This design comes from an exercise in tuning for small area, a short achievable clock period and few clock cycles per item on the open sky130 flow, not from production work. Function was checked by simulation only, so behaviour that the tests miss may differ from the original.

File: flow/config.mk
export PLATFORM = sky130hd
export DESIGN_NAME = arctan
export DESIGN_NICKNAME = arctan
export VERILOG_FILES = /design/flow/design.v
export SDC_FILE = /design/flow/constraint.sdc
export NUM_CORES = 4
export LEC_CHECK = 0
export CAP_MARGIN = 20
export CORE_MARGIN = 2
export CORE_UTILIZATION = 40
export CTS_BUF_LIST = sky130_fd_sc_hd__clkbuf_4 sky130_fd_sc_hd__clkbuf_8
export CTS_CLUSTER_SIZE = 40
export SETUP_SLACK_MARGIN = 1.7
export SLEW_MARGIN = 20
File: flow/constraint.sdc
create_clock -name core_clock -period 5.0 [get_ports {s00_axis_aclk}]
set_input_delay 1.0000 -clock core_clock [delete_from_list [all_inputs] [get_ports {s00_axis_aclk}]]
set_output_delay 1.0000 -clock core_clock [all_outputs]
set_load 0.01 [all_outputs]
File: flow/design.v
module arctan #
	(
		parameter integer C_S00_AXIS_TDATA_WIDTH	= 32,
		parameter integer C_M00_AXIS_TDATA_WIDTH	= 32,
    parameter integer ITERATIONS = 16
	)
	(
		input wire  s00_axis_aclk, s00_axis_aresetn,
		input wire  s00_axis_tlast, s00_axis_tvalid,
		input wire [C_S00_AXIS_TDATA_WIDTH-1 : 0] s00_axis_tdata,
		input wire [(C_S00_AXIS_TDATA_WIDTH/8)-1: 0] s00_axis_tstrb,
		output logic  s00_axis_tready,
		input wire  m00_axis_aclk, m00_axis_aresetn,
		input wire  m00_axis_tready,
		output logic  m00_axis_tvalid, m00_axis_tlast,
		output logic [C_M00_AXIS_TDATA_WIDTH-1 : 0] m00_axis_tdata,
		output logic [(C_M00_AXIS_TDATA_WIDTH/8)-1: 0] m00_axis_tstrb
	);
  logic ov;   
  wire adv = m00_axis_tready | ~ov;
  assign s00_axis_tready = adv;
  wire signed [15:0] x_in = s00_axis_tdata[15:0];
  wire signed [15:0] y_in = s00_axis_tdata[31:16];
  logic s0_v;
  logic [4:0] s0_side;
  logic signed [15:0] s0_x, s0_y;
  logic [1:0] s0_q;
  logic [0:0] s0_b;
  logic s1_v;
  logic [4:0] s1_side;
  logic signed [15:0] s1_x, s1_y;
  logic [1:0] s1_q;
  logic [1:0] s1_b;
  logic s2_v;
  logic [4:0] s2_side;
  logic signed [15:0] s2_x, s2_y;
  logic [1:0] s2_q;
  logic [2:0] s2_b;
  logic s3_v;
  logic [4:0] s3_side;
  logic signed [15:0] s3_x, s3_y;
  logic [1:0] s3_q;
  logic [3:0] s3_b;
  logic s4_v;
  logic [4:0] s4_side;
  logic signed [15:0] s4_x, s4_y;
  logic [1:0] s4_q;
  logic [4:0] s4_b;
  logic s5_v;
  logic [4:0] s5_side;
  logic signed [15:0] s5_x, s5_y;
  logic [1:0] s5_q;
  logic [5:0] s5_b;
  logic s6_v;
  logic [4:0] s6_side;
  logic signed [15:0] s6_x, s6_y;
  logic [1:0] s6_q;
  logic [6:0] s6_b;
  logic s7_v;
  logic [4:0] s7_side;
  logic signed [15:0] s7_x, s7_y;
  logic [1:0] s7_q;
  logic [7:0] s7_b;
  logic s8_v;
  logic [4:0] s8_side;
  logic signed [15:0] s8_x, s8_y;
  logic [1:0] s8_q;
  logic [8:0] s8_b;
  logic s9_v;
  logic [4:0] s9_side;
  logic signed [15:0] s9_x, s9_y;
  logic [1:0] s9_q;
  logic [9:0] s9_b;
  logic s10_v;
  logic [4:0] s10_side;
  logic signed [15:0] s10_x, s10_y;
  logic [1:0] s10_q;
  logic [10:0] s10_b;
  logic s11_v;
  logic [4:0] s11_side;
  logic signed [15:0] s11_x, s11_y;
  logic [1:0] s11_q;
  logic [11:0] s11_b;
  logic s12_v;
  logic [4:0] s12_side;
  logic signed [15:0] s12_x, s12_y;
  logic [1:0] s12_q;
  logic [12:0] s12_b;
  logic s13_v;
  logic [4:0] s13_side;
  logic signed [15:0] s13_x, s13_y;
  logic signed [18:0] s13_kk;
  logic [1:0] s13_q;
  logic [13:0] s13_b;
  logic s14_v;
  logic [4:0] s14_side;
  logic signed [18:0] s14_r;
  logic signed [4:0] s14_pc;
  logic [1:0] s14_bl;
  wire c0_neg = x_in[15];
  wire c0_yneg = y_in[15];
  logic signed [15:0] c0_xf, c0_yf;
  assign c0_xf = (x_in ^ {16{c0_neg}}) + 16'(c0_neg);
  assign c0_yf = (y_in ^ {16{c0_neg}}) + 16'(c0_neg);
  wire c0_dn0 = ~c0_yf[15];   
  logic [0:0] c0_b;
  assign c0_b = {c0_dn0};
  always_ff @(posedge s00_axis_aclk) begin
    if (s00_axis_aresetn == 1'b0) s0_v <= 1'b0;
    else if (adv) s0_v <= s00_axis_tvalid;
  end
  always_ff @(posedge s00_axis_aclk) begin
    if (adv) begin
      s0_x <= c0_xf;
      s0_y <= c0_yf;
      s0_q <= {c0_neg, c0_yneg};
      s0_b <= c0_b;
      s0_side <= {s00_axis_tlast, s00_axis_tstrb};
    end
  end
  wire c1_d0 = s0_b[0];   
  logic signed [15:0] c1_x1, c1_y1;
  logic signed [15:0] c1_x1_op;
  assign c1_x1_op = (s0_y >>> 0);
  logic [16:0] c1_x1_s;
  assign c1_x1_s = {s0_x, 1'b1} + {c1_x1_op ^ {16{s0_y[15]}}, s0_y[15]};
  assign c1_x1 = c1_x1_s[16:1];
  logic signed [15:0] c1_y1_op;
  assign c1_y1_op = (s0_x >>> 0);
  logic [16:0] c1_y1_s;
  assign c1_y1_s = {s0_y, 1'b1} + {c1_y1_op ^ {16{c1_d0}}, c1_d0};
  assign c1_y1 = c1_y1_s[16:1];
  wire c1_dn1 = ~c1_y1[15];   
  logic [1:0] c1_b;
  assign c1_b = {c1_dn1, s0_b};
  always_ff @(posedge s00_axis_aclk) begin
    if (s00_axis_aresetn == 1'b0) s1_v <= 1'b0;
    else if (adv) s1_v <= s0_v;
  end
  always_ff @(posedge s00_axis_aclk) begin
    if (adv) begin
      s1_x <= c1_x1;
      s1_y <= c1_y1;
      s1_q <= s0_q;
      s1_b <= c1_b;
      s1_side <= s0_side;
    end
  end
  wire c2_d1 = s1_b[1];   
  logic signed [15:0] c2_x2, c2_y2;
  logic signed [15:0] c2_x2_op;
  assign c2_x2_op = (s1_y >>> 1);
  logic [16:0] c2_x2_s;
  assign c2_x2_s = {s1_x, 1'b1} + {c2_x2_op ^ {16{s1_y[15]}}, s1_y[15]};
  assign c2_x2 = c2_x2_s[16:1];
  logic signed [15:0] c2_y2_op;
  assign c2_y2_op = (s1_x >>> 1);
  logic [16:0] c2_y2_s;
  assign c2_y2_s = {s1_y, 1'b1} + {c2_y2_op ^ {16{c2_d1}}, c2_d1};
  assign c2_y2 = c2_y2_s[16:1];
  wire c2_dn2 = ~c2_y2[15];   
  logic [2:0] c2_b;
  assign c2_b = {c2_dn2, s1_b};
  always_ff @(posedge s00_axis_aclk) begin
    if (s00_axis_aresetn == 1'b0) s2_v <= 1'b0;
    else if (adv) s2_v <= s1_v;
  end
  always_ff @(posedge s00_axis_aclk) begin
    if (adv) begin
      s2_x <= c2_x2;
      s2_y <= c2_y2;
      s2_q <= s1_q;
      s2_b <= c2_b;
      s2_side <= s1_side;
    end
  end
  wire c3_d2 = s2_b[2];   
  logic signed [15:0] c3_x3, c3_y3;
  logic signed [15:0] c3_x3_op;
  assign c3_x3_op = (s2_y >>> 2);
  logic [16:0] c3_x3_s;
  assign c3_x3_s = {s2_x, 1'b1} + {c3_x3_op ^ {16{s2_y[15]}}, s2_y[15]};
  assign c3_x3 = c3_x3_s[16:1];
  logic signed [15:0] c3_y3_op;
  assign c3_y3_op = (s2_x >>> 2);
  logic [16:0] c3_y3_s;
  assign c3_y3_s = {s2_y, 1'b1} + {c3_y3_op ^ {16{c3_d2}}, c3_d2};
  assign c3_y3 = c3_y3_s[16:1];
  wire c3_dn3 = ~c3_y3[15];   
  logic [3:0] c3_b;
  assign c3_b = {c3_dn3, s2_b};
  always_ff @(posedge s00_axis_aclk) begin
    if (s00_axis_aresetn == 1'b0) s3_v <= 1'b0;
    else if (adv) s3_v <= s2_v;
  end
  always_ff @(posedge s00_axis_aclk) begin
    if (adv) begin
      s3_x <= c3_x3;
      s3_y <= c3_y3;
      s3_q <= s2_q;
      s3_b <= c3_b;
      s3_side <= s2_side;
    end
  end
  wire c4_d3 = s3_b[3];   
  logic signed [15:0] c4_x4, c4_y4;
  logic signed [15:0] c4_x4_op;
  assign c4_x4_op = (s3_y >>> 3);
  logic [16:0] c4_x4_s;
  assign c4_x4_s = {s3_x, 1'b1} + {c4_x4_op ^ {16{s3_y[15]}}, s3_y[15]};
  assign c4_x4 = c4_x4_s[16:1];
  logic signed [15:0] c4_y4_op;
  assign c4_y4_op = (s3_x >>> 3);
  logic [16:0] c4_y4_s;
  assign c4_y4_s = {s3_y, 1'b1} + {c4_y4_op ^ {16{c4_d3}}, c4_d3};
  assign c4_y4 = c4_y4_s[16:1];
  wire c4_dn4 = ~c4_y4[15];   
  logic [4:0] c4_b;
  assign c4_b = {c4_dn4, s3_b};
  always_ff @(posedge s00_axis_aclk) begin
    if (s00_axis_aresetn == 1'b0) s4_v <= 1'b0;
    else if (adv) s4_v <= s3_v;
  end
  always_ff @(posedge s00_axis_aclk) begin
    if (adv) begin
      s4_x <= c4_x4;
      s4_y <= c4_y4;
      s4_q <= s3_q;
      s4_b <= c4_b;
      s4_side <= s3_side;
    end
  end
  wire c5_d4 = s4_b[4];   
  logic signed [15:0] c5_x5, c5_y5;
  logic signed [15:0] c5_x5_op;
  assign c5_x5_op = (s4_y >>> 4);
  logic [16:0] c5_x5_s;
  assign c5_x5_s = {s4_x, 1'b1} + {c5_x5_op ^ {16{s4_y[15]}}, s4_y[15]};
  assign c5_x5 = c5_x5_s[16:1];
  logic signed [15:0] c5_y5_op;
  assign c5_y5_op = (s4_x >>> 4);
  logic [16:0] c5_y5_s;
  assign c5_y5_s = {s4_y, 1'b1} + {c5_y5_op ^ {16{c5_d4}}, c5_d4};
  assign c5_y5 = c5_y5_s[16:1];
  wire c5_dn5 = ~c5_y5[15];   
  logic [5:0] c5_b;
  assign c5_b = {c5_dn5, s4_b};
  always_ff @(posedge s00_axis_aclk) begin
    if (s00_axis_aresetn == 1'b0) s5_v <= 1'b0;
    else if (adv) s5_v <= s4_v;
  end
  always_ff @(posedge s00_axis_aclk) begin
    if (adv) begin
      s5_x <= c5_x5;
      s5_y <= c5_y5;
      s5_q <= s4_q;
      s5_b <= c5_b;
      s5_side <= s4_side;
    end
  end
  wire c6_d5 = s5_b[5];   
  logic signed [15:0] c6_x6, c6_y6;
  logic signed [15:0] c6_x6_op;
  assign c6_x6_op = (s5_y >>> 5);
  logic [16:0] c6_x6_s;
  assign c6_x6_s = {s5_x, 1'b1} + {c6_x6_op ^ {16{s5_y[15]}}, s5_y[15]};
  assign c6_x6 = c6_x6_s[16:1];
  logic signed [15:0] c6_y6_op;
  assign c6_y6_op = (s5_x >>> 5);
  logic [16:0] c6_y6_s;
  assign c6_y6_s = {s5_y, 1'b1} + {c6_y6_op ^ {16{c6_d5}}, c6_d5};
  assign c6_y6 = c6_y6_s[16:1];
  wire c6_dn6 = ~c6_y6[15];   
  logic [6:0] c6_b;
  assign c6_b = {c6_dn6, s5_b};
  always_ff @(posedge s00_axis_aclk) begin
    if (s00_axis_aresetn == 1'b0) s6_v <= 1'b0;
    else if (adv) s6_v <= s5_v;
  end
  always_ff @(posedge s00_axis_aclk) begin
    if (adv) begin
      s6_x <= c6_x6;
      s6_y <= c6_y6;
      s6_q <= s5_q;
      s6_b <= c6_b;
      s6_side <= s5_side;
    end
  end
  wire c7_d6 = s6_b[6];   
  logic signed [15:0] c7_x7, c7_y7;
  logic signed [15:0] c7_x7_op;
  assign c7_x7_op = (s6_y >>> 6);
  logic [16:0] c7_x7_s;
  assign c7_x7_s = {s6_x, 1'b1} + {c7_x7_op ^ {16{s6_y[15]}}, s6_y[15]};
  assign c7_x7 = c7_x7_s[16:1];
  logic signed [15:0] c7_y7_op;
  assign c7_y7_op = (s6_x >>> 6);
  logic [16:0] c7_y7_s;
  assign c7_y7_s = {s6_y, 1'b1} + {c7_y7_op ^ {16{c7_d6}}, c7_d6};
  assign c7_y7 = c7_y7_s[16:1];
  wire c7_dn7 = ~c7_y7[15];   
  logic [7:0] c7_b;
  assign c7_b = {c7_dn7, s6_b};
  always_ff @(posedge s00_axis_aclk) begin
    if (s00_axis_aresetn == 1'b0) s7_v <= 1'b0;
    else if (adv) s7_v <= s6_v;
  end
  always_ff @(posedge s00_axis_aclk) begin
    if (adv) begin
      s7_x <= c7_x7;
      s7_y <= c7_y7;
      s7_q <= s6_q;
      s7_b <= c7_b;
      s7_side <= s6_side;
    end
  end
  wire c8_d7 = s7_b[7];   
  logic signed [15:0] c8_x8, c8_y8;
  logic signed [15:0] c8_x8_op;
  assign c8_x8_op = (s7_y >>> 7);
  logic [16:0] c8_x8_s;
  assign c8_x8_s = {s7_x, 1'b1} + {c8_x8_op ^ {16{s7_y[15]}}, s7_y[15]};
  assign c8_x8 = c8_x8_s[16:1];
  logic signed [15:0] c8_y8_op;
  assign c8_y8_op = (s7_x >>> 7);
  logic [16:0] c8_y8_s;
  assign c8_y8_s = {s7_y, 1'b1} + {c8_y8_op ^ {16{c8_d7}}, c8_d7};
  assign c8_y8 = c8_y8_s[16:1];
  wire c8_dn8 = ~c8_y8[15];   
  logic [8:0] c8_b;
  assign c8_b = {c8_dn8, s7_b};
  always_ff @(posedge s00_axis_aclk) begin
    if (s00_axis_aresetn == 1'b0) s8_v <= 1'b0;
    else if (adv) s8_v <= s7_v;
  end
  always_ff @(posedge s00_axis_aclk) begin
    if (adv) begin
      s8_x <= c8_x8;
      s8_y <= c8_y8;
      s8_q <= s7_q;
      s8_b <= c8_b;
      s8_side <= s7_side;
    end
  end
  wire c9_d8 = s8_b[8];   
  logic signed [15:0] c9_x9, c9_y9;
  logic signed [15:0] c9_x9_op;
  assign c9_x9_op = (s8_y >>> 8);
  logic [16:0] c9_x9_s;
  assign c9_x9_s = {s8_x, 1'b1} + {c9_x9_op ^ {16{s8_y[15]}}, s8_y[15]};
  assign c9_x9 = c9_x9_s[16:1];
  logic signed [15:0] c9_y9_op;
  assign c9_y9_op = (s8_x >>> 8);
  logic [16:0] c9_y9_s;
  assign c9_y9_s = {s8_y, 1'b1} + {c9_y9_op ^ {16{c9_d8}}, c9_d8};
  assign c9_y9 = c9_y9_s[16:1];
  wire c9_dn9 = ~c9_y9[15];   
  logic [9:0] c9_b;
  assign c9_b = {c9_dn9, s8_b};
  always_ff @(posedge s00_axis_aclk) begin
    if (s00_axis_aresetn == 1'b0) s9_v <= 1'b0;
    else if (adv) s9_v <= s8_v;
  end
  always_ff @(posedge s00_axis_aclk) begin
    if (adv) begin
      s9_x <= c9_x9;
      s9_y <= c9_y9;
      s9_q <= s8_q;
      s9_b <= c9_b;
      s9_side <= s8_side;
    end
  end
  wire c10_d9 = s9_b[9];   
  logic signed [15:0] c10_x10, c10_y10;
  logic signed [15:0] c10_x10_op;
  assign c10_x10_op = (s9_y >>> 9);
  logic [16:0] c10_x10_s;
  assign c10_x10_s = {s9_x, 1'b1} + {c10_x10_op ^ {16{s9_y[15]}}, s9_y[15]};
  assign c10_x10 = c10_x10_s[16:1];
  logic signed [15:0] c10_y10_op;
  assign c10_y10_op = (s9_x >>> 9);
  logic [16:0] c10_y10_s;
  assign c10_y10_s = {s9_y, 1'b1} + {c10_y10_op ^ {16{c10_d9}}, c10_d9};
  assign c10_y10 = c10_y10_s[16:1];
  wire c10_dn10 = ~c10_y10[15];   
  logic [10:0] c10_b;
  assign c10_b = {c10_dn10, s9_b};
  always_ff @(posedge s00_axis_aclk) begin
    if (s00_axis_aresetn == 1'b0) s10_v <= 1'b0;
    else if (adv) s10_v <= s9_v;
  end
  always_ff @(posedge s00_axis_aclk) begin
    if (adv) begin
      s10_x <= c10_x10;
      s10_y <= c10_y10;
      s10_q <= s9_q;
      s10_b <= c10_b;
      s10_side <= s9_side;
    end
  end
  wire c11_d10 = s10_b[10];   
  logic signed [15:0] c11_x11, c11_y11;
  logic signed [15:0] c11_x11_op;
  assign c11_x11_op = (s10_y >>> 10);
  logic [16:0] c11_x11_s;
  assign c11_x11_s = {s10_x, 1'b1} + {c11_x11_op ^ {16{s10_y[15]}}, s10_y[15]};
  assign c11_x11 = c11_x11_s[16:1];
  logic signed [15:0] c11_y11_op;
  assign c11_y11_op = (s10_x >>> 10);
  logic [16:0] c11_y11_s;
  assign c11_y11_s = {s10_y, 1'b1} + {c11_y11_op ^ {16{c11_d10}}, c11_d10};
  assign c11_y11 = c11_y11_s[16:1];
  wire c11_dn11 = ~c11_y11[15];   
  logic [11:0] c11_b;
  assign c11_b = {c11_dn11, s10_b};
  always_ff @(posedge s00_axis_aclk) begin
    if (s00_axis_aresetn == 1'b0) s11_v <= 1'b0;
    else if (adv) s11_v <= s10_v;
  end
  always_ff @(posedge s00_axis_aclk) begin
    if (adv) begin
      s11_x <= c11_x11;
      s11_y <= c11_y11;
      s11_q <= s10_q;
      s11_b <= c11_b;
      s11_side <= s10_side;
    end
  end
  wire c12_d11 = s11_b[11];   
  logic signed [15:0] c12_x12, c12_y12;
  logic signed [15:0] c12_x12_op;
  assign c12_x12_op = (s11_y >>> 11);
  logic [16:0] c12_x12_s;
  assign c12_x12_s = {s11_x, 1'b1} + {c12_x12_op ^ {16{s11_y[15]}}, s11_y[15]};
  assign c12_x12 = c12_x12_s[16:1];
  logic signed [15:0] c12_y12_op;
  assign c12_y12_op = (s11_x >>> 11);
  logic [16:0] c12_y12_s;
  assign c12_y12_s = {s11_y, 1'b1} + {c12_y12_op ^ {16{c12_d11}}, c12_d11};
  assign c12_y12 = c12_y12_s[16:1];
  wire c12_dn12 = ~c12_y12[15];   
  logic [12:0] c12_b;
  assign c12_b = {c12_dn12, s11_b};
  always_ff @(posedge s00_axis_aclk) begin
    if (s00_axis_aresetn == 1'b0) s12_v <= 1'b0;
    else if (adv) s12_v <= s11_v;
  end
  always_ff @(posedge s00_axis_aclk) begin
    if (adv) begin
      s12_x <= c12_x12;
      s12_y <= c12_y12;
      s12_q <= s11_q;
      s12_b <= c12_b;
      s12_side <= s11_side;
    end
  end
  wire c13_d12 = s12_b[12];   
  logic signed [15:0] c13_x13, c13_y13;
  logic signed [15:0] c13_x13_op;
  assign c13_x13_op = (s12_y >>> 12);
  logic [16:0] c13_x13_s;
  assign c13_x13_s = {s12_x, 1'b1} + {c13_x13_op ^ {16{s12_y[15]}}, s12_y[15]};
  assign c13_x13 = c13_x13_s[16:1];
  logic signed [15:0] c13_y13_op;
  assign c13_y13_op = (s12_x >>> 12);
  logic [16:0] c13_y13_s;
  assign c13_y13_s = {s12_y, 1'b1} + {c13_y13_op ^ {16{c13_d12}}, c13_d12};
  assign c13_y13 = c13_y13_s[16:1];
  logic signed [18:0] c13_k, c13_kc;
  logic [18:0] c13_kt;
  assign c13_kc = s12_q[1] ? (s12_q[0] ? -19'sd160052 : 19'sd45834) : -19'sd57109;
  assign c13_kt = (s12_b[4] ? (s12_b[3] ? (s12_b[2] ? (s12_b[1] ? (s12_b[0] ? 19'd110146 : 19'd58676) : (s12_b[0] ? 19'd79762 : 19'd28292)) : (s12_b[1] ? (s12_b[0] ? 19'd94092 : 19'd42622) : (s12_b[0] ? 19'd63708 : 19'd12238))) : (s12_b[2] ? (s12_b[1] ? (s12_b[0] ? 19'd101998 : 19'd50528) : (s12_b[0] ? 19'd71614 : 19'd20144)) : (s12_b[1] ? (s12_b[0] ? 19'd85944 : 19'd34474) : (s12_b[0] ? 19'd55560 : 19'd4090)))) : (s12_b[3] ? (s12_b[2] ? (s12_b[1] ? (s12_b[0] ? 19'd106056 : 19'd54586) : (s12_b[0] ? 19'd75672 : 19'd24202)) : (s12_b[1] ? (s12_b[0] ? 19'd90002 : 19'd38532) : (s12_b[0] ? 19'd59618 : 19'd8148))) : (s12_b[2] ? (s12_b[1] ? (s12_b[0] ? 19'd97908 : 19'd46438) : (s12_b[0] ? 19'd67524 : 19'd16054)) : (s12_b[1] ? (s12_b[0] ? 19'd81854 : 19'd30384) : (s12_b[0] ? 19'd51470 : 19'd0)))));
  assign c13_k = c13_kc + c13_kt;
  wire c13_dn13 = ~c13_y13[15];   
  logic [13:0] c13_b;
  assign c13_b = {c13_dn13, s12_b};
  always_ff @(posedge s00_axis_aclk) begin
    if (s00_axis_aresetn == 1'b0) s13_v <= 1'b0;
    else if (adv) s13_v <= s12_v;
  end
  always_ff @(posedge s00_axis_aclk) begin
    if (adv) begin
      s13_x <= c13_x13;
      s13_y <= c13_y13;
      s13_kk <= c13_k;
      s13_q <= s12_q;
      s13_b <= c13_b;
      s13_side <= s12_side;
    end
  end
  wire c14_d13 = s13_b[13];   
  logic signed [15:0] c14_y14;
  logic signed [15:0] c14_y14_op;
  assign c14_y14_op = (s13_x >>> 13);
  logic [16:0] c14_y14_s;
  assign c14_y14_s = {s13_y, 1'b1} + {c14_y14_op ^ {16{c14_d13}}, c14_d13};
  assign c14_y14 = c14_y14_s[16:1];
  wire c14_d14 = ~c14_y14[15];   
  logic signed [18:0] c14_k;
  assign c14_k = s13_kk;
  logic [18:0] c14_bv;
  assign c14_bv = {1'b0, 1'b0, 1'b0, 1'b0, 1'b0, 1'b0, 1'b0, s13_b[5], s13_b[6], s13_b[7], s13_b[8], s13_b[9], s13_b[10], s13_b[11], s13_b[12], 1'b0, 1'b0, 1'b0, 1'b0};
  logic signed [18:0] c14_r;
  logic [8:0] c14_lo;
  assign c14_lo = {1'b0, c14_k[11:4]} + {1'b0, c14_bv[11:4]};
  logic [6:0] c14_h0, c14_h1;
  assign c14_h0 = c14_k[18:12];
  assign c14_h1 = c14_k[18:12] + 7'd1;
  assign c14_r = {c14_lo[8] ? c14_h1 : c14_h0, c14_lo[7:0], c14_k[3:0]};
  logic [3:0] c14_pc;   
  assign c14_pc = 4'(s13_b[5]) + 4'(s13_b[6]) + 4'(s13_b[7]) + 4'(s13_b[8]) + 4'(s13_b[9]) + 4'(s13_b[10]) + 4'(s13_b[11]) + 4'(s13_b[12]);
  logic signed [4:0] c14_t;
  assign c14_t = {3'b000, s13_b[13], s13_b[13]} - {1'b0, c14_pc};
  logic [14:0] c14_b;
  assign c14_b = {c14_d14, s13_b};
  always_ff @(posedge s00_axis_aclk) begin
    if (s00_axis_aresetn == 1'b0) s14_v <= 1'b0;
    else if (adv) s14_v <= s13_v;
  end
  always_ff @(posedge s00_axis_aclk) begin
    if (adv) begin
      s14_r <= c14_r;
      s14_pc <= c14_t;
      s14_bl <= c14_b[14:13];
      s14_side <= s13_side;
    end
  end
  logic signed [18:0] c15_ph;
  logic [18:0] c15_su;
  assign c15_su = {s14_r[18:1], 1'b1} + {18'(s14_pc), s14_bl[1]};
  assign c15_ph = {c15_su[18:1], s14_r[0]};
  logic signed [18:0] o_ph;
  logic [4:0] o_side;
  always_ff @(posedge s00_axis_aclk) begin
    if (s00_axis_aresetn == 1'b0) ov <= 1'b0;
    else if (adv) ov <= s14_v;
  end
  always_ff @(posedge s00_axis_aclk) begin
    if (adv) begin
      o_ph <= c15_ph;
      o_side <= s14_side;
    end
  end
  assign m00_axis_tvalid = ov;
  assign m00_axis_tdata = {{(C_M00_AXIS_TDATA_WIDTH-19){o_ph[18]}}, o_ph};
  assign m00_axis_tlast = o_side[4];
  assign m00_axis_tstrb = o_side[3:0];
endmodule
File: flow/run.sh
#!/bin/bash
# synth_recipe.tcl (not shown) runs the flow's synth.tcl, then flattens the netlist and writes it again
# the make line also repeats each setting of config.mk as NAME=value (left out here)
make -C /OpenROAD-flow-scripts/flow DESIGN_CONFIG=/design/flow/config.mk WORK_HOME=/design/flow/orfs CLKGATE_MAP_FILE= SYNTH_SCRIPT=/design/flow/synth_recipe.tcl finish
==> flow_metrics.tcl, run 1 <==
set metrics [dict create \
    routed_wl_um 86900 \
    tightestPinTransition_ns 0.9675 \
    regArea_um2 21400 \
    final_cell_mix "edfxtp_1 (702), xor2_1 (404), ha_1 (383)" \
    setup_viol_count_final 0 \
    synth_cell_types 84 \
    cp-start-kind "register" \
    tns_ns 0 \
    wl_per_cell_um 15.33 \
    place.gp.congestion 0.8366 \
    grt_pass1_vias 28007 \
    maxCapViolCount 0 \
    areaGrowthSynthToFinish_pct 13.05 \
    hold_slack_ns 0.3996 \
    netlist.area_leader.share 0.4760 \
    muxShareOfSynthArea 0.01308 \
    clkTransAtPathRegs_ns 0.06 \
    cp-end-kind "register" \
    cts_root_buffer "clkbuf_8" \
    final_common_cell "edfxtp_1" \
    grt_max_degree 135 \
    synth_nets 4300 \
    synth_top_cell_by_area "edfxtp_1" \
    grt_pass1_wl_um 139400 \
    period_share 0.6543 \
    die_h_um 336.8 \
    synth_edf_count 702 \
    synthAdderAreaFrac 0.1137 \
    fin_crit_ns 3.271 \
    async_reset_ff_frac 0 \
    coreArea_um2 110200 \
    die_w_um 336.8 \
    synth_ff_type "edfxtp_1" \
    top_regs "o_ph: 19 flops, s13_kk: 19 flops, s14_r: 19 flops" \
    core.rowCount 122 \
    layout-drive-gt1-share 0.09211 \
    synth_top_family_by_area "XOR/XNOR gates" \
    syn_area_um2 44290 \
    ys_seq_elements 718 \
    fin_cells 5669 \
    slew_headroom 0.3550 \
    synth.avg_cell_area_um2 11.47 \
    synth_compound_area_frac 0.1331 \
    crit_arrival_ns 3.79 \
    finalNetCount 4523 \
    hold_class "register to register" \
    drcViolationCount 0 \
    via_per_inst 5.069 \
    track_usage 0.1521 \
    crit_fanout 4 \
    multi_input_area_um2 22200 \
    cts.htree.levels 4 \
    synthSimpleGateAreaFrac 0.09933 \
    synth-seq-area-share 0.4832 \
    boundaryPins 82 \
    cts_tree "yes" \
    drt_iter0_markers 1549 \
    port_buffers 79 \
    antenna_found_initial 2 \
    num_vias 28738 \
    crit_required_ns 5.52 \
    clkSinkCount 718 \
    status "finished clean" \
    grt_overflow_total 0 \
    synth_xor_area_frac 0.1376 \
    hold_viol 0 \
    fin_skew_ns 0.03757 \
    grt_setup_unrepaired "yes" \
    ant_nets 0 \
    dp.cells 5364 \
    clkLatencyLatePin_ns 0.80 \
    synth_area_leaders "edfxtp_1 (48%), ha_1 (11%), xor2_1 (8.1%)" \
    cts_hold_buf 0 \
    syn_inst 3860 \
    clockBufferDepth 3 \
    worstSetupPathType "register to register" \
    yosys_warnings 1 \
    fmax_mhz 305.7 \
    slew_viol_final 0 \
    dieArea_um2 113400 \
    cts_buffers 130 \
    dr.pass1.iters 5 \
    post-dp-hpwl_um 62080 \
    start_util 0.4019 \
    fillerInstances 10196 \
]
per-stage QoR:
stage	area, µm²	setup slack [ns]	util
floorplan	44320	0.9676	-
global placement	46730	1.216	0.4240
detailed placement	46730	1.193	0.4240
CTS	49650	1.541	0.4505
global route	50070	1.557	0.4543
finish	50070	1.729	0.4543
layout make-up:
| cell class | instances | share of cell area |
|---|---|---|
| multi-input combinational | 2935 | 0.4433 |
| sequential | 718 | 0.4274 |
| clock buffer | 165 | 0.04111 |
| tap | 1488 | 0.03719 |
| timing repair buffer | 174 | 0.03199 |
| inverter | 122 | 0.009671 |
| clock inverter | 64 | 0.008821 |
| timing repair inverter | 2 | 0.0004498 |
| antenna | 1 | 0.00004998 |
critical path: stages, from the launching register on:
cell and delay (ns):
edfxtp_1 0.43, buf_6 0.16, ha_4 0.15, mux2_2 0.26, mux4_2 0.49, ha_4 0.31, nand2_2 0.07, o211ai_4 0.24
a41oi_2 0.17, o31a_1 0.32, buf_4 0.16, a211o_1 0.25
Yosys cell counts, types with 15 or more instances:
| library cell | number |
|---|---|
| dfxtp_1 | 16 |
| buf_2 | 18 |
| xnor2_1 | 288 |
| nand2_1 | 219 |
| nand3_1 | 81 |
| nand2b_1 | 53 |
| nor3_1 | 69 |
| a21boi_0 | 28 |
| and2_1 | 19 |
| edfxtp_1 | 702 |
| or2_2 | 16 |
| a31oi_1 | 32 |
| nor2b_1 | 49 |
| and3_1 | 35 |
| o21a_1 | 56 |
| nand4_1 | 29 |
| clkbuf_1 | 28 |
| nor3b_1 | 25 |
| o21bai_1 | 53 |
| mux2i_1 | 34 |
| o211ai_1 | 19 |
| a21oi_1 | 262 |
| buf_1 | 21 |
| inv_1 | 122 |
| a21o_1 | 112 |
| or3_1 | 15 |
| a211oi_1 | 49 |
| nor2_1 | 231 |
| xor2_1 | 408 |
| ha_1 | 388 |
| o21ai_0 | 137 |
path summary, 6_finish.rpt:
check / endpoint / depth (start not counted) / start / slack [ns]
worst max-delay path: s13_kk[13] / 11 / s12_b[0] / 1.73
worst max register to register: s13_kk[13] / 11 / s12_b[0] / 1.73
worst min register to register: s2_b[0] / 0 / s1_b[0] / 0.40
worst min-delay path: s2_b[0] / 0 / s1_b[0] / 0.40
repair_timing:
item / CTS / global route
gates resized for setup: 17 / 23
setup endpoints to repair: 48 / 38
pin swaps: 6 / 6
gates cloned: 0 / 2
buffers inserted: 40 / 33
routing by layer:
layer	vias to the layer above	GRT usage	routed length, µm
met5	-	0	0
met4	0	0.06829	2969
met3	183	0.02703	2882
met2	415	0.2657	42850
met1	13382	0.1823	38200
li1	14758	-	-
kinds of logic (layout without fill, tap and decap cells):
| family | count (synthesis) | after routing |
|---|---|---|
| simple gates | 892 | 892 |
| mux | 52 | 52 |
| other cells | 0 | 1 |
| compound gates | 898 | 898 |
| xor+xnor | 696 | 696 |
| fa+ha+maj | 397 | 397 |
| flops | 718 | 718 |
| buf+inv | 207 | 527 |
Testbench counts, summed over its fixed seeds: cycles 16,128, items 16,000.
==> run 2: changes to the inputs <==
--- a/flow/config.mk
+++ b/flow/config.mk
@@ -6,9 +6,8 @@
 export NUM_CORES = 4
 export LEC_CHECK = 0
+export ABC_AREA = 1
 export CAP_MARGIN = 20
 export CORE_MARGIN = 2
 export CORE_UTILIZATION = 40
-export CTS_BUF_LIST = sky130_fd_sc_hd__clkbuf_4 sky130_fd_sc_hd__clkbuf_8
-export CTS_CLUSTER_SIZE = 40
 export SETUP_SLACK_MARGIN = 1.7
 export SLEW_MARGIN = 20
==> run 2 against run 1 <==
Compared with the run above: register-to-register slack improved by 0.23 ns; global-route usage increased by 0.49 points; critical endpoint is now s00_axis_tready; sequential share of layout area fell by 0.14 points; worst hold slack better by 0.011 ns; via count grew 5.4%; utilization decreased by 0.23 points; flip-flop and latch count stayed put; non-clock buffer count decreased by 60; routed wire length increased by 4.7%.
==> flow_metrics.tcl, run 2 <==
set metrics [dict create \
    timing.final.ws_setup_ns 1.871 \
    hold_slack_ns 0.4108 \
    grt_pass1_vias 29378 \
    wl_per_cell_um 14.69 \
    dpl_cell_area_um2 47350 \
    synth_most_common_cell "nand2_1" \
    clockBufferDepth 3 \
    core.rowCount 122 \
    num_antenna_cells 0 \
    layout-drive-gt1-share 0.04077 \
    grt_max_degree 177 \
    cts_buffers 82 \
    cp_cell_sequence "clkdlybuf4s50_1, nor2_4, inv_8, dlygate4sd2_1" \
    tns_ns 0 \
    die_h_um 339.2 \
    place.gp.congestion 0.8830 \
    post-dp-hpwl_um 69880 \
    start_util 0.4045 \
    syn_inst 4509 \
    period_share 0.6258 \
    track_usage 0.1570 \
    synth_area_leaders "edfxtp_1 (47%), xor2_1 (11%), ha_1 (11%)" \
    cpPeakStageDelay_ns 0.44 \
    synth.avg_cell_area_um2 9.969 \
    synth_nets 4949 \
    synth-seq-area-share 0.4761 \
    async_reset_ff_frac 0 \
    status "finished clean" \
    hold_viol 0 \
    worstSetupPathType "primary input to primary output" \
    cts.htree.levels 3 \
    path_delay_family "buffers and inverters" \
    crit_fanout 11 \
    netlist.area_leader.share 0.4690 \
    ys_seq_elements 718 \
    fmax_mhz 319.6 \
    grt_setup_unrepaired "no" \
    finalNetCount 5082 \
    boundaryPins 82 \
    ant_nets 0 \
    drt_iter0_markers 1718 \
    dr.pass1.iters 6 \
    crit_slowest_cell "clkdlybuf4s50_1" \
    num_vias 30295 \
    fin_skew_ns 0.05529 \
    final_cell_mix "nand2_1 (865), edfxtp_1 (702), xor2_1 (576)" \
    syn_area_um2 44950 \
    grt_pass1_wl_um 148800 \
    dieArea_um2 115100 \
    cts_tree "yes" \
    die_w_um 339.2 \
    synth_ff_type "edfxtp_1" \
    yosys_warnings 1 \
    fin_crit_ns 3.129 \
    stdcell_area_um2 50230 \
    coreArea_um2 111100 \
    cp-start-kind "primary input" \
    hold_class "register to register" \
    crit_arrival_ns 2.13 \
    drcViolationCount 0 \
    routed_wl_um 91020 \
    crit_required_ns 4.00 \
    via_per_inst 4.889 \
    path_buf_inv 3 \
    cp-end-kind "primary output" \
    top_regs "o_ph: 19 flops, s13_kk: 19 flops, s14_r: 19 flops" \
    clkSinkCount 718 \
    synth_edf_count 702 \
    synth_cell_types 58 \
    grt_overflow_total 0 \
    synth_commonest_cells "nand2_1 (865), edfxtp_1 (702), xor2_1 (582)" \
    setup_viol_count_final 0 \
    clkTransAtPathRegs_ns 0.06 \
    clkLatencyLatePin_ns 0.66 \
    port_buffers 79 \
    slew_viol_final 0 \
    final_common_cell "nand2_1" \
    cts_root_buffer "clkbuf_16" \
    cts_hold_buf 0 \
    tightestPinTransition_ns 0.9404 \
    areaGrowthSynthToFinish_pct 11.75 \
    slew_headroom 0.3731 \
    synth_top_cell_by_area "edfxtp_1" \
    dpl_worst_slack_ns 1.489 \
    antenna_found_initial 3 \
    maxCapViolCount 0 \
]
[run 2: changes by cell type after synthesis, moves of 74 or more]
cell	before	now
xnor2_1	288	120
xor2_1	408	582
nand2_1	219	865
a21o_1	112	38
inv_1	122	437
nand3_1	81	235
[run 2: kinds of logic (layout without fill, tap and decap cells)]
logic type | count (synthesis) | after routing | synth area share
multiplexers | 3 | 3 | 0.0006959
flip-flops | 718 | 718 | 0.4761
adder cells (fa/ha/maj) | 397 | 397 | 0.1120
AND/OR/NAND/NOR | 1469 | 1469 | 0.1366
buffers and inverters | 504 | 704 | 0.04532
AO/OA/AOI/OAI | 709 | 709 | 0.08896
XOR/XNOR | 709 | 709 | 0.1403
[run 2: path summary, 6_finish.rpt]
| path | startpoint | endpoint | slack (ns) | depth (start not counted) |
|---|---|---|---|---|
| worst max register to register | s13_b[13] | s14_pc[2] | 1.96 | 7 |
| worst max-delay path | m00_axis_tready | s00_axis_tready | 1.87 | 4 |
| worst min-delay path | s1_b[0] | s2_b[0] | 0.41 | 0 |
| worst min register to register | s1_b[0] | s2_b[0] | 0.41 | 0 |
[run 2: worst register-to-register path: cells and delay by family, from the launching register on]
family | cells | cell delay, ns
buffers and inverters | 2 | 0.08
adder cells (fa/ha/maj) | 5 | 2.17
flip-flops | 1 | 0.55
[run 2: what timing repair did]
action | 4_1_cts | 5_1_grt
gates resized for setup | 2 | 4
cloned | 0 | 0
setup endpoints to repair | 7 | 24
pin swaps | 1 | 0
buffers inserted | 2 | 21
[run 2: routing by layer]
metal / GRT usage / wire length [µm] / part of all wire / vias up
met2: 0.2731 / 44150 / 0.49 / 456
met4: 0.05485 / 2872 / 0.032 / 6
li1: - / - / - / 15788
met5: 0 / 41 / 0.00045 / -
met1: 0.1966 / 40470 / 0.44 / 13888
met3: 0.02627 / 3482 / 0.038 / 157
[run 2: per-stage QoR]
step | utilization | std cells
after floorplan | - | 4509
after detailed placement | 0.4261 | 6023
after global placement | 0.4261 | 6023
final | 0.4520 | 6197
after global routing | 0.4520 | 6197
after CTS | 0.4500 | 6176
[run 2: final cells by class]
cell class                 count  area (µm²)
clock inverter                50       474.2
multi-input combinational   3287       21560
clock buffer                 101        2165
fill                       10563       60900
tap                         1488        1862
inverter                     439        1655
sequential                   718       21400
timing repair buffer         114        1110
==> run 3: changes to the inputs <==
--- a/flow/config.mk
+++ b/flow/config.mk
@@ -6,5 +6,4 @@
 export NUM_CORES = 4
 export LEC_CHECK = 0
-export ABC_AREA = 1
 export CAP_MARGIN = 20
 export CORE_MARGIN = 2
==> run 3 against run 2 <==
Compared with the run above: still clean; highest routed layer is now met4; sequential share of layout area is essentially flat; non-clock buffer count grew 59; synthesized area shrank 1.5%; via count shrank 6.1%.
==> flow_metrics.tcl, run 3 <==
set metrics [dict create \
    status "finished clean" \
    clkSinkCount 718 \
    dr.pass1.iters 5 \
    r2r_cells 11 \
    hold_viol 0 \
    synth_top_cell_by_area "edfxtp_1" \
    drcViolationCount 0 \
    hold_class "register to register" \
    period_share 0.6495 \
    core.rowCount 122 \
    synth_area_leaders "edfxtp_1 (48%), ha_1 (11%), xor2_1 (8.1%)" \
    crit_required_ns 5.38 \
    grt_pass1_wl_um 137800 \
    grt_setup_unrepaired "yes" \
    grt_max_degree 135 \
    worstSetupPathType "register to register" \
    ff2ff_setup_slack_ns 1.75 \
    r2r-end "s13_kk[13]" \
    synth.avg_cell_area_um2 11.47 \
    slew_viol_final 0 \
    synth_edf_count 702 \
    ys_seq_elements 718 \
    fillerInstances 10187 \
    wl_per_cell_um 15.35 \
    num_vias 28441 \
    hold_path_depth 0 \
    clkTransAtPathRegs_ns 0.06 \
    cts_root_buffer "clkbuf_16" \
    antenna_found_initial 1 \
    synth_cell_types 84 \
    cts_hold_buf 0 \
    boundaryPins 82 \
    cts_tree "yes" \
    die_w_um 336.8 \
    hold_start "s0_q[1]" \
    drt_iter0_markers 1386 \
    synth_ff_type "edfxtp_1" \
    place.gp.congestion 0.8366 \
    async_reset_ff_frac 0 \
    dp.cells 5364 \
    layout-drive-gt1-share 0.07251 \
    hold_end "s1_q[1]" \
    post-dp-hpwl_um 62080 \
    top_regs "o_ph: 19 flops, s13_kk: 19 flops, s14_r: 19 flops" \
    areaGrowthSynthToFinish_pct 13.32 \
    cts_buffers 82 \
    crit_fanout 4 \
    cp-end-kind "register" \
    fin_skew_ns 0.02555 \
    maxCapViolCount 0 \
    cts.htree.levels 3 \
    fin_crit_ns 3.247 \
    finalNetCount 4474 \
    track_usage 0.1490 \
    num_antenna_cells 0 \
    synth-seq-area-share 0.4832 \
    slew_headroom 0.3642 \
    fmax_mhz 307.9 \
    final_cell_mix "edfxtp_1 (702), xor2_1 (404), ha_1 (383)" \
    netlist.area_leader.share 0.4760 \
    die_h_um 336.8 \
    synth_nets 4300 \
    cp-start-kind "register" \
    grt_overflow_total 0 \
    port_buffers 79 \
    tightestPinTransition_ns 0.9538 \
    final_common_cell "edfxtp_1" \
    tns_ns 0 \
    start_util 0.4019 \
    syn_inst 3860 \
    via_per_inst 5.093 \
    syn_area_um2 44290 \
    clkLatencyLatePin_ns 0.63 \
    setup_viol_count_final 0 \
    dieArea_um2 113400 \
    rr_startpoint "s12_b[0]" \
    synth_most_common_cell "edfxtp_1" \
    crit_arrival_ns 3.63 \
    fin_cells 5584 \
    yosys_warnings 1 \
    ant_nets 0 \
    routed_wl_um 85700 \
    synth_commonest_cells "edfxtp_1 (702), xor2_1 (408), ha_1 (388)" \
    grt_pass1_vias 27415 \
    clockBufferDepth 3 \
    coreArea_um2 110200 \
]
-- run 3: how the worst max path moves through the flow --
stage                          startpoint         endpoint  slack, ns  depth (start not counted)
after floorplan           m00_axis_tready  s00_axis_tready       0.97                          4
after global placement    m00_axis_tready  s00_axis_tready       1.22                          4
after detailed placement  m00_axis_tready  s00_axis_tready       1.19                          4
after CTS                 m00_axis_tready  s00_axis_tready       1.54                          4
after global routing             s12_b[1]       s13_kk[13]       1.61                         14
final                            s12_b[0]       s13_kk[13]       1.75                         11
-- run 3: stage by stage --
step | hold slack, ns | util | setup WS [ns] | instance area, µm²
floorplan | 0.4003 | - | 0.9676 | 44320
global placement | 0.4003 | 0.4240 | 1.216 | 46730
detailed placement | 0.4045 | 0.4240 | 1.193 | 46730
CTS | 0.3991 | 0.4515 | 1.543 | 49760
global route | 0.4075 | 0.4554 | 1.608 | 50190
finish | 0.4006 | 0.4554 | 1.753 | 50190
-- run 3: cell type report --
cell class / count / area (µm²) / area share
timing repair inverter: 2 / 22.52 / 0.0004487
tap: 1488 / 1862 / 0.03710
sequential: 718 / 21400 / 0.4264
clock inverter: 44 / 469.2 / 0.009349
multi-input combinational: 2935 / 22210 / 0.4426
timing repair buffer: 173 / 1590 / 0.03169
clock buffer: 102 / 2148 / 0.04281
inverter: 122 / 484.2 / 0.009648
-- run 3: per-layer routing --
metal	up-vias	track usage	wire, µm
met5	-	0	0
met4	0	0.05851	2995
met3	158	0.01909	2290
met2	380	0.2646	42550
met1	13266	0.1831	37870
li1	14637	-	-
-- run 3: logic make-up after synthesis --
group / Yosys count / synth area share
muxes: 52 / 0.01308
AOI/OAI and AO/OA: 898 / 0.1331
adders and majority gates: 397 / 0.1137
buffers and inverters: 207 / 0.01992
xor gates and xnor gates: 696 / 0.1376
DFF: 718 / 0.4832
and+or+nand+nor: 892 / 0.09933
-- run 3: repair_timing --
| action | 4_1_cts | 5_1_grt |
|---|---|---|
| endpoints found under the hold margin | 0 | 0 |
| gates cloned | 0 | 2 |
| pin swaps | 6 | 11 |
| setup buffers | 42 | 30 |
| resized for setup | 12 | 29 |
| setup endpoints to repair | 48 | 31 |
-- run 3: critical path, stage by stage (launching register included) --
cell      delay [ns]
edfxtp_1        0.43
buf_6           0.16
ha_4            0.16
mux2_2          0.26
mux4_2          0.49
ha_4            0.31
nand4b_1        0.16
o211ai_4        0.14
a41oi_2         0.17
o31a_1          0.33
buf_4           0.15
a211o_1         0.24
==> run 4: changes to the inputs <==
--- a/flow/config.mk
+++ b/flow/config.mk
@@ -6,7 +6,8 @@
 export NUM_CORES = 4
 export LEC_CHECK = 0
+export ABC_AREA = 1
 export CAP_MARGIN = 20
 export CORE_MARGIN = 2
 export CORE_UTILIZATION = 40
-export SETUP_SLACK_MARGIN = 1.7
+export SETUP_SLACK_MARGIN = 2.0
 export SLEW_MARGIN = 20
==> run 4 against run 3 <==
Compared with the run above: final area up 1.1%; via count rose by 7.2%; synthesized cell count grew 17%; count of clock-buffer cells in the layout shrank 11; highest routed layer unchanged.
==> flow_metrics.tcl, run 4 <==
set metrics [dict create \
    cp-start-kind "primary input" \
    rr_startpoint "s13_b[9]" \
    cp-end-kind "primary output" \
    ff2ff_setup_slack_ns 2.10 \
    synth_compound_area_frac 0.08896 \
    finalNetCount 5127 \
    async_reset_ff_frac 0 \
    cts_root_buffer "clkbuf_16" \
    cts_buffers 81 \
    grt_setup_unrepaired "yes" \
    slew_viol_final 0 \
    synth_ff_type "edfxtp_1" \
    fillerInstances 10491 \
    maxCapViolCount 0 \
    boundaryPins 82 \
    via_per_inst 4.886 \
    cts.htree.levels 3 \
    crit_fanout 11 \
    core.rowCount 122 \
    port_buffers 79 \
    num_vias 30489 \
    num_antenna_cells 0 \
    drcViolationCount 0 \
    r2r-end "s14_pc[2]" \
    synth_edf_count 702 \
    tightestPinTransition_ns 0.9082 \
    top_regs "o_ph: 19 flops, s13_kk: 19 flops, s14_r: 19 flops" \
    dp.cells 6024 \
    wl_per_cell_um 14.78 \
    fin_cells 6240 \
    synth_commonest_cells "nand2_1 (865), edfxtp_1 (702), xor2_1 (582)" \
    crit_required_ns 4.00 \
    syn_inst 4509 \
    synth-seq-area-share 0.4761 \
    routed_wl_um 92250 \
    grt_pass1_vias 29174 \
    cp_cell_sequence "clkdlybuf4s50_1, nor2_4, inv_12, buf_4" \
    cpPeakStageDelay_ns 0.45 \
    grt_pass1_wl_um 148800 \
    fin_skew_ns 0.02783 \
    hold_start "s10_b[9]" \
    grt_max_degree 172 \
    clkTransAtPathRegs_ns 0.06 \
    setup_viol_count_final 0 \
    fmax_mhz 338.0 \
    status "finished clean" \
    die_w_um 339.2 \
    synth_xor_area_frac 0.1403 \
    synth_area_leaders "edfxtp_1 (47%), xor2_1 (11%), ha_1 (11%)" \
    slew_headroom 0.3945 \
    clockBufferDepth 3 \
    place.gp.congestion 0.8749 \
    final_common_cell "nand2_1" \
    cts_tree "yes" \
    yosys_warnings 1 \
    ys_seq_elements 718 \
    synth_nets 4949 \
    clkSinkCount 718 \
    layout-drive-gt1-share 0.05366 \
    hold_path_depth 0 \
    track_usage 0.1573 \
    muxShareOfSynthArea 0.0006959 \
    drt_iter0_markers 1504 \
    final_cell_mix "nand2_1 (865), edfxtp_1 (702), xor2_1 (577)" \
    hold_class "register to register" \
    dr.pass1.iters 6 \
    syn_area_um2 44950 \
    synth_top_family_by_area "XOR/XNOR gates" \
    areaGrowthSynthToFinish_pct 12.90 \
    grt_overflow_total 0 \
    fin_crit_ns 2.958 \
    worstSetupPathType "primary input to primary output" \
    coreArea_um2 111100 \
    netlist.area_leader.share 0.4690 \
    synth_cell_types 58 \
    die_h_um 339.2 \
    tns_ns 0 \
    crit_arrival_ns 1.96 \
    dieArea_um2 115100 \
    crit_slowest_cell "clkdlybuf4s50_1" \
    r2r_cells 8 \
    antenna_found_initial 0 \
    post-dp-hpwl_um 70130 \
    cts_hold_buf 0 \
    synth.avg_cell_area_um2 9.969 \
    synth_most_common_cell "nand2_1" \
    period_share 0.5917 \
    clkLatencyLatePin_ns 0.65 \
    synth_top_cell_by_area "edfxtp_1" \
    synthSimpleGateAreaFrac 0.1366 \
    start_util 0.4045 \
    hold_end "s11_b[9]" \
    ant_nets 0 \
    synthAdderAreaFrac 0.1120 \
    hold_viol 0 \
]
[run 4: cell types whose count changed after synthesis, moves of 49 or more]
cell and delta:
inv_1 +315, nor2b_1 -49, xnor2_1 -168, a21o_1 -74, nand2b_1 -53, o21a_1 -49, o21ai_0 +49, xor2_1 +174
a21oi_1 +73, nand3_1 +154, nand2_1 +646
[run 4: what timing repair did]
item                       CTS  global route
gates resized for setup      8            13
setup endpoints to repair  272            50
buffers inserted            16            50
pin swaps                    1             2
gates cloned                 1             1
[run 4: area by class of cell]
type	instances	area, µm²	share of cell area
multi-input cells	3287	21590	0.4254
flip-flops and latches	718	21400	0.4217
clock buffers	91	2117	0.04171
well taps	1488	1862	0.03669
inverters	439	1664	0.03279
repair buffers	158	1539	0.03032
clock inverters	57	559.3	0.01102
repair inverters	2	17.52	0.0003452
[run 4: metrics by stage]
| step | hold slack, ns | worst slack (ns) | utilization | area (µm²) |
|---|---|---|---|---|
| 2_1_floorplan | 0.4003 | 1.081 | - | 44980 |
| 3_3_place_gp | 0.4011 | 1.220 | 0.4262 | 47360 |
| 3_5_place_dp | 0.4045 | 1.206 | 0.4262 | 47360 |
| 4_1_cts | 0.4129 | 1.831 | 0.4520 | 50220 |
| 5_1_grt | 0.4092 | 1.943 | 0.4567 | 50750 |
| 6_report | 0.4112 | 2.042 | 0.4567 | 50750 |
[run 4: logic make-up after synthesis]
family	count (synthesis)
simple gates	1469
flops	718
fa+ha+maj	397
xor+xnor	709
buf+inv	504
mux	3
compound gates	709
[run 4: critical path, delay by kind of cell]
kind,cells,cell delay [ns]
buf+inv,3,0.72
simple gates,1,0.22
[run 4: per-layer routing]
metal  GRT usage  up-vias  routed length [µm]
li1            -    15897                   -
met1      0.1996    14043               41460
met2      0.2777      414               45320
met3     0.02313      135                3245
met4     0.04499        0                2217
met5           0        -                   0
[run 4: worst max path at each step]
stage                     from               to  slack, ns  cells after the start
5_1_grt               s12_b[4]       s13_kk[17]       1.94                     12
6_report       m00_axis_tready  s00_axis_tready       2.04                      4
3_5_place_dp   m00_axis_tready         s12_x[6]       1.21                      5
2_1_floorplan  m00_axis_tready  s00_axis_tready       1.08                      3
3_3_place_gp   m00_axis_tready  s00_axis_tready       1.22                      4
4_1_cts        m00_axis_tready  s00_axis_tready       1.83                      4
==> run 5: changes to the inputs <==
--- a/flow/config.mk
+++ b/flow/config.mk
@@ -10,4 +10,4 @@
 export CORE_MARGIN = 2
 export CORE_UTILIZATION = 40
-export SETUP_SLACK_MARGIN = 2.0
+export SETUP_SLACK_MARGIN = 2.3
 export SLEW_MARGIN = 20
==> run 5 against run 4 <==
Compared with the run above: still clean; count of clock-buffer cells in the layout grew 11; synthesized area unchanged; via count rose by 0.86%; utilization grew 0.69 points; critical path depth up 4; global-route usage rose by 0.22 points; sequential share of layout area fell by 0.63 points; clock skew is 0.013 ns higher; die area unchanged; critical endpoint is now s14_pc[2]; largest cell class unchanged.
==> flow_metrics.tcl, run 5 <==
set metrics [dict create \
    status "finished clean" \
    tns_ns 0 \
    syn_area_um2 44950 \
    crit_required_ns 5.40 \
    slew_viol_final 0 \
    clkSinkCount 718 \
    worstSetupPathType "register to register" \
    place.gp.congestion 0.8690 \
    dieArea_um2 115100 \
    grt_setup_unrepaired "yes" \
    cts_tree "yes" \
    final_common_cell "nand2_1" \
    dpl_worst_slack_ns 1.258 \
    core.rowCount 122 \
    async_reset_ff_frac 0 \
    ys_seq_elements 718 \
    stdcell_area_um2 51520 \
    setup_viol_count_final 0 \
    grt_pass1_wl_um 150900 \
    die_w_um 339.2 \
    dpl_cell_area_um2 47390 \
    hold_slack_ns 0.4007 \
    r2r_cells 8 \
    timing.final.ws_setup_ns 2.274 \
    fin_cells 6289 \
    hold_path_depth 0 \
    yosys_warnings 1 \
    met2_usage 0.2865 \
    syn_inst 4509 \
    period_share 0.5452 \
    layout-drive-gt1-share 0.07540 \
    tightestPinTransition_ns 0.8525 \
    ant_nets 0 \
    wl_per_cell_um 14.78 \
    clkLatencyLatePin_ns 0.65 \
    fin_crit_ns 2.726 \
    fin_skew_ns 0.04127 \
    fillerInstances 10528 \
    routed_wl_um 92920 \
    synth-seq-area-share 0.4761 \
    synth_area_leaders "edfxtp_1 (47%), xor2_1 (11%), ha_1 (11%)" \
    synth.avg_cell_area_um2 9.969 \
    num_vias 30752 \
    fmax_mhz 366.8 \
    synth_ff_type "edfxtp_1" \
    synth_most_common_cell "nand2_1" \
    hold_class "register to register" \
    crit_arrival_ns 3.13 \
    grt_max_degree 155 \
    final_cell_mix "nand2_1 (857), edfxtp_1 (702), xor2_1 (573)" \
    cts_hold_buf 0 \
    start_util 0.4045 \
    synth_top_cell_by_area "edfxtp_1" \
    crit_fanout 2 \
    drt_iter0_markers 1850 \
    via_per_inst 4.890 \
    cts_root_buffer "clkbuf_16" \
    netlist.area_leader.share 0.4690 \
    clkTransAtPathRegs_ns 0.06 \
    grtUsageMet1 0.2002 \
    grt_overflow_total 0 \
    drcViolationCount 0 \
    track_usage 0.1595 \
    hold_viol 0 \
    synth_edf_count 702 \
    grt_pass1_vias 29608 \
    antenna_found_initial 0 \
    post-dp-hpwl_um 69830 \
    cp-start-kind "register" \
    clockBufferDepth 3 \
    dp.cells 6027 \
    coreArea_um2 111100 \
    finalNetCount 5177 \
    boundaryPins 82 \
    busiest_layer "met2" \
    top_regs "o_ph: 19 flops, s13_kk: 19 flops, s14_r: 19 flops" \
    slew_headroom 0.4317 \
    synth_commonest_cells "nand2_1 (865), edfxtp_1 (702), xor2_1 (582)" \
    port_buffers 79 \
    maxCapViolCount 0 \
    final_core_util 0.4636 \
    num_antenna_cells 0 \
    cts.htree.levels 3 \
    cts_buffers 82 \
    synth_cell_types 58 \
    dr.pass1.iters 7 \
    areaGrowthSynthToFinish_pct 14.62 \
    use_met3 0.02296 \
    cp-end-kind "register" \
    die_h_um 339.2 \
    synth_nets 4949 \
]
==> run 5: cell type report <==
class	instances	area (µm²)	share of cell area
clock buffers	102	2201	0.04272
well taps	1488	1862	0.03614
multi-input cells	3287	22040	0.4277
inverters	439	1664	0.03230
repair inverters	2	17.52	0.0003400
repair buffers	207	1909	0.03706
clock inverters	46	429.2	0.008330
flip-flops and latches	718	21400	0.4154
==> run 5: worst max-delay path: stages (launching register included) <==
cell      delay, ns
edfxtp_1       0.42
fa_2           0.40
inv_2          0.06
fa_1           0.43
fa_1           0.50
ha_1           0.13
inv_1          0.04
fa_1           0.47
inv_1          0.03
==> run 5: worst paths after layout <==
path	endpoint	startpoint	slack [ns]
setup / recovery	s14_pc[2]	s13_b[9]	2.27
hold / removal	s5_side[2]	s4_side[2]	0.40
setup reg to reg	s14_pc[2]	s13_b[9]	2.27
hold reg to reg	s5_side[2]	s4_side[2]	0.40
==> run 5: cell families (layout without fill, tap and decap cells) <==
group,Yosys count,after routing,synth area share
compound gates,709,709,0.08896
xor+xnor,709,709,0.1403
fa+ha+maj,397,397,0.1120
buf+inv,504,796,0.04532
flops,718,718,0.4761
mux,3,3,0.0006959
simple gates,1469,1469,0.1366
==> run 5: repair_timing <==
action                     in CTS  in global routing
gates resized for setup        44                 98
setup endpoints to repair     128                 72
pin swaps                       6                 32
setup buffers                  64                 48
cloned                          1                  1
==> run 5: per-layer routing <==
metal  up-vias  share of wire
met4         0          0.021
met3       115          0.033
met1     14224           0.45
met5         -              0
li1      15977              -
met2       436           0.50
==> run 6: changes to the inputs <==
--- a/flow/config.mk
+++ b/flow/config.mk
@@ -10,4 +10,4 @@
 export CORE_MARGIN = 2
 export CORE_UTILIZATION = 40
-export SETUP_SLACK_MARGIN = 2.3
+export SETUP_SLACK_MARGIN = 2.6
 export SLEW_MARGIN = 20
==> run 6 against run 5 <==
Compared with the run above: still clean on timing, DRC and antenna; synthesized cell count unchanged; global-route usage up 0.47 points; flip-flop and latch count unchanged; clock skew down 0.014 ns; critical endpoint unchanged; largest cell class unchanged.
==> flow_metrics.tcl, run 6 <==
set metrics [dict create \
    status "finished clean" \
    clockBufferDepth 3 \
    synth_edf_count 702 \
    synth-seq-area-share 0.4761 \
    slew_viol_final 0 \
    cp-start-kind "register" \
    fillerInstances 9890 \
    hold_viol 0 \
    finalNetCount 5396 \
    areaGrowthSynthToFinish_pct 26.92 \
    tns_ns 0 \
    ys_seq_elements 718 \
    fin_cells 6508 \
    multi_input_area_um2 25190 \
    num_vias 32349 \
    drt_iter0_markers 1954 \
    hold_slack_ns 0.4039 \
    start_util 0.4045 \
    dp.cells 6019 \
    synth_cell_types 58 \
    grt_pass1_vias 30215 \
    layout-drive-gt1-share 0.2309 \
    syn_area_um2 44950 \
    grt_overflow_total 0 \
    coreArea_um2 111100 \
    regArea_um2 21400 \
    period_share 0.5616 \
    synth_area_leaders "edfxtp_1 (47%), xor2_1 (11%), ha_1 (11%)" \
    worstSetupPathType "register to register" \
    async_reset_ff_frac 0 \
    final_common_cell "nand2_1" \
    grt_setup_unrepaired "yes" \
    grt_max_degree 186 \
    boundaryPins 82 \
    final_core_util 0.5134 \
    fin_crit_ns 2.808 \
    syn_inst 4509 \
    clkTransAtPathRegs_ns 0.06 \
    top_regs "o_ph: 19 flops, s13_kk: 19 flops, s14_r: 19 flops" \
    timing.final.ws_setup_ns 2.192 \
    setup_viol_count_final 0 \
    ant_nets 0 \
    cts_buffers 84 \
    cts_hold_buf 0 \
    synth_commonest_cells "nand2_1 (865), edfxtp_1 (702), xor2_1 (582)" \
    slew_headroom 0.3969 \
    dr.pass1.iters 7 \
    synth_most_common_cell "nand2_1" \
    core.rowCount 122 \
    stdcell_area_um2 57050 \
    synth_ff_type "edfxtp_1" \
    cp-end-kind "register" \
    clkSinkCount 718 \
    via_per_inst 4.971 \
    wl_per_cell_um 15.68 \
    synth_top_cell_by_area "edfxtp_1" \
    maxCapViolCount 0 \
    die_w_um 339.2 \
    num_antenna_cells 0 \
    fmax_mhz 356.2 \
    crit_arrival_ns 3.21 \
    track_usage 0.1642 \
    port_buffers 79 \
    grt_pass1_wl_um 155000 \
    routed_wl_um 102100 \
    post-dp-hpwl_um 69250 \
    dpl_cell_area_um2 47540 \
    place.gp.congestion 0.8824 \
    yosys_warnings 1 \
    dpl_worst_slack_ns 1.372 \
    synth_nets 4949 \
    fin_skew_ns 0.02680 \
    drcViolationCount 0 \
    hold_class "register to register" \
    crit_required_ns 5.41 \
    antenna_found_initial 0 \
    final_cell_mix "nand2_1 (731), edfxtp_1 (702), xor2_1 (532)" \
    dieArea_um2 115100 \
    cts_tree "yes" \
    cts.htree.levels 3 \
    die_h_um 339.2 \
    clkLatencyLatePin_ns 0.66 \
    crit_fanout 3 \
    tightestPinTransition_ns 0.9047 \
    cts_root_buffer "clkbuf_16" \
    netlist.area_leader.share 0.4690 \
    synth.avg_cell_area_um2 9.969 \
]
## run 6: cell type report
type | count | area share
Multi-Input combinational cell | 3287 | 0.4416
Sequential cell | 718 | 0.3751
Clock inverter | 53 | 0.01241
Inverter | 439 | 0.02919
Tap cell | 1488 | 0.03263
Timing Repair Buffer | 426 | 0.07101
Clock buffer | 97 | 0.03807
## run 6: worst paths after layout
path / from / to / slack, ns / depth (start not counted)
worst min-delay path: s7_side[2] / s8_side[2] / 0.40 / 0
worst min register to register: s7_side[2] / s8_side[2] / 0.40 / 0
worst max-delay path: s13_b[13] / s14_pc[2] / 2.19 / 7
worst max register to register: s13_b[13] / s14_pc[2] / 2.19 / 7
## run 6: critical path: stages (launching register included)
cell	delay, ns
edfxtp_1	0.48
fa_2	0.38
fa_1	0.46
fa_1	0.54
ha_4	0.14
inv_2	0.03
fa_2	0.50
inv_1	0.04
## run 6: logic make-up after synthesis
group | share of synthesized area
AO/OA/AOI/OAI | 0.08896
multiplexers | 0.0006959
AND/OR/NAND/NOR | 0.1366
XOR/XNOR | 0.1403
buffers and inverters | 0.04532
flip-flops | 0.4761
adder cells (fa/ha/maj) | 0.1120
## run 6: what timing repair did
action                                  in CTS  in global routing
cloned                                       2                  3
pin swaps                                   63                305
setup buffers                              138                196
endpoints found under the setup margin     320                813
gates resized for setup                    276                741
## run 6: routing by layer
layer  share of wire  up-vias  GRT usage
li1                -    16370          -
met1            0.42    15176     0.2022
met2            0.51      602     0.2932
met3           0.036      201    0.02223
met4           0.036        0    0.05881
met5               0        -          0

[what the ideal ports hide]
How much do the figures lean on ideal ports? The routed layouts below were timed once more, with nothing changed but the port constraints.
Step 1 assumes that a clkbuf_16 drives the clock port and a buf_2 every other input.
Step 2 times the ports against the registers' clock, not the clock port: input delays grow and output delays shrink by t, the midpoint of the rising clock arrivals with the driver on.
Slacks: ideal / step 1 / step 2; pairs: ideal / step 1.
run	t (ns)	setup WS [ns]	pins driven straight from the clock port
run 1	0.855	1.729 / 1.729 / 1.295	1
run 2	0.700	1.871 / 1.843 / 1.647	1
run 3	0.685	1.753 / 1.753 / 1.270	1
run 4	0.704	2.042 / 2.021 / 1.510	1
run 5	0.710	2.274 / 2.274 / 1.846	1
run 6	0.717	2.192 / 2.192 / 2.028	1
After both steps setup and hold are still met in every run listed. The setup slack of run 4, which loses most, moves by -0.021 ns with the drivers and by -0.532 ns with both steps.
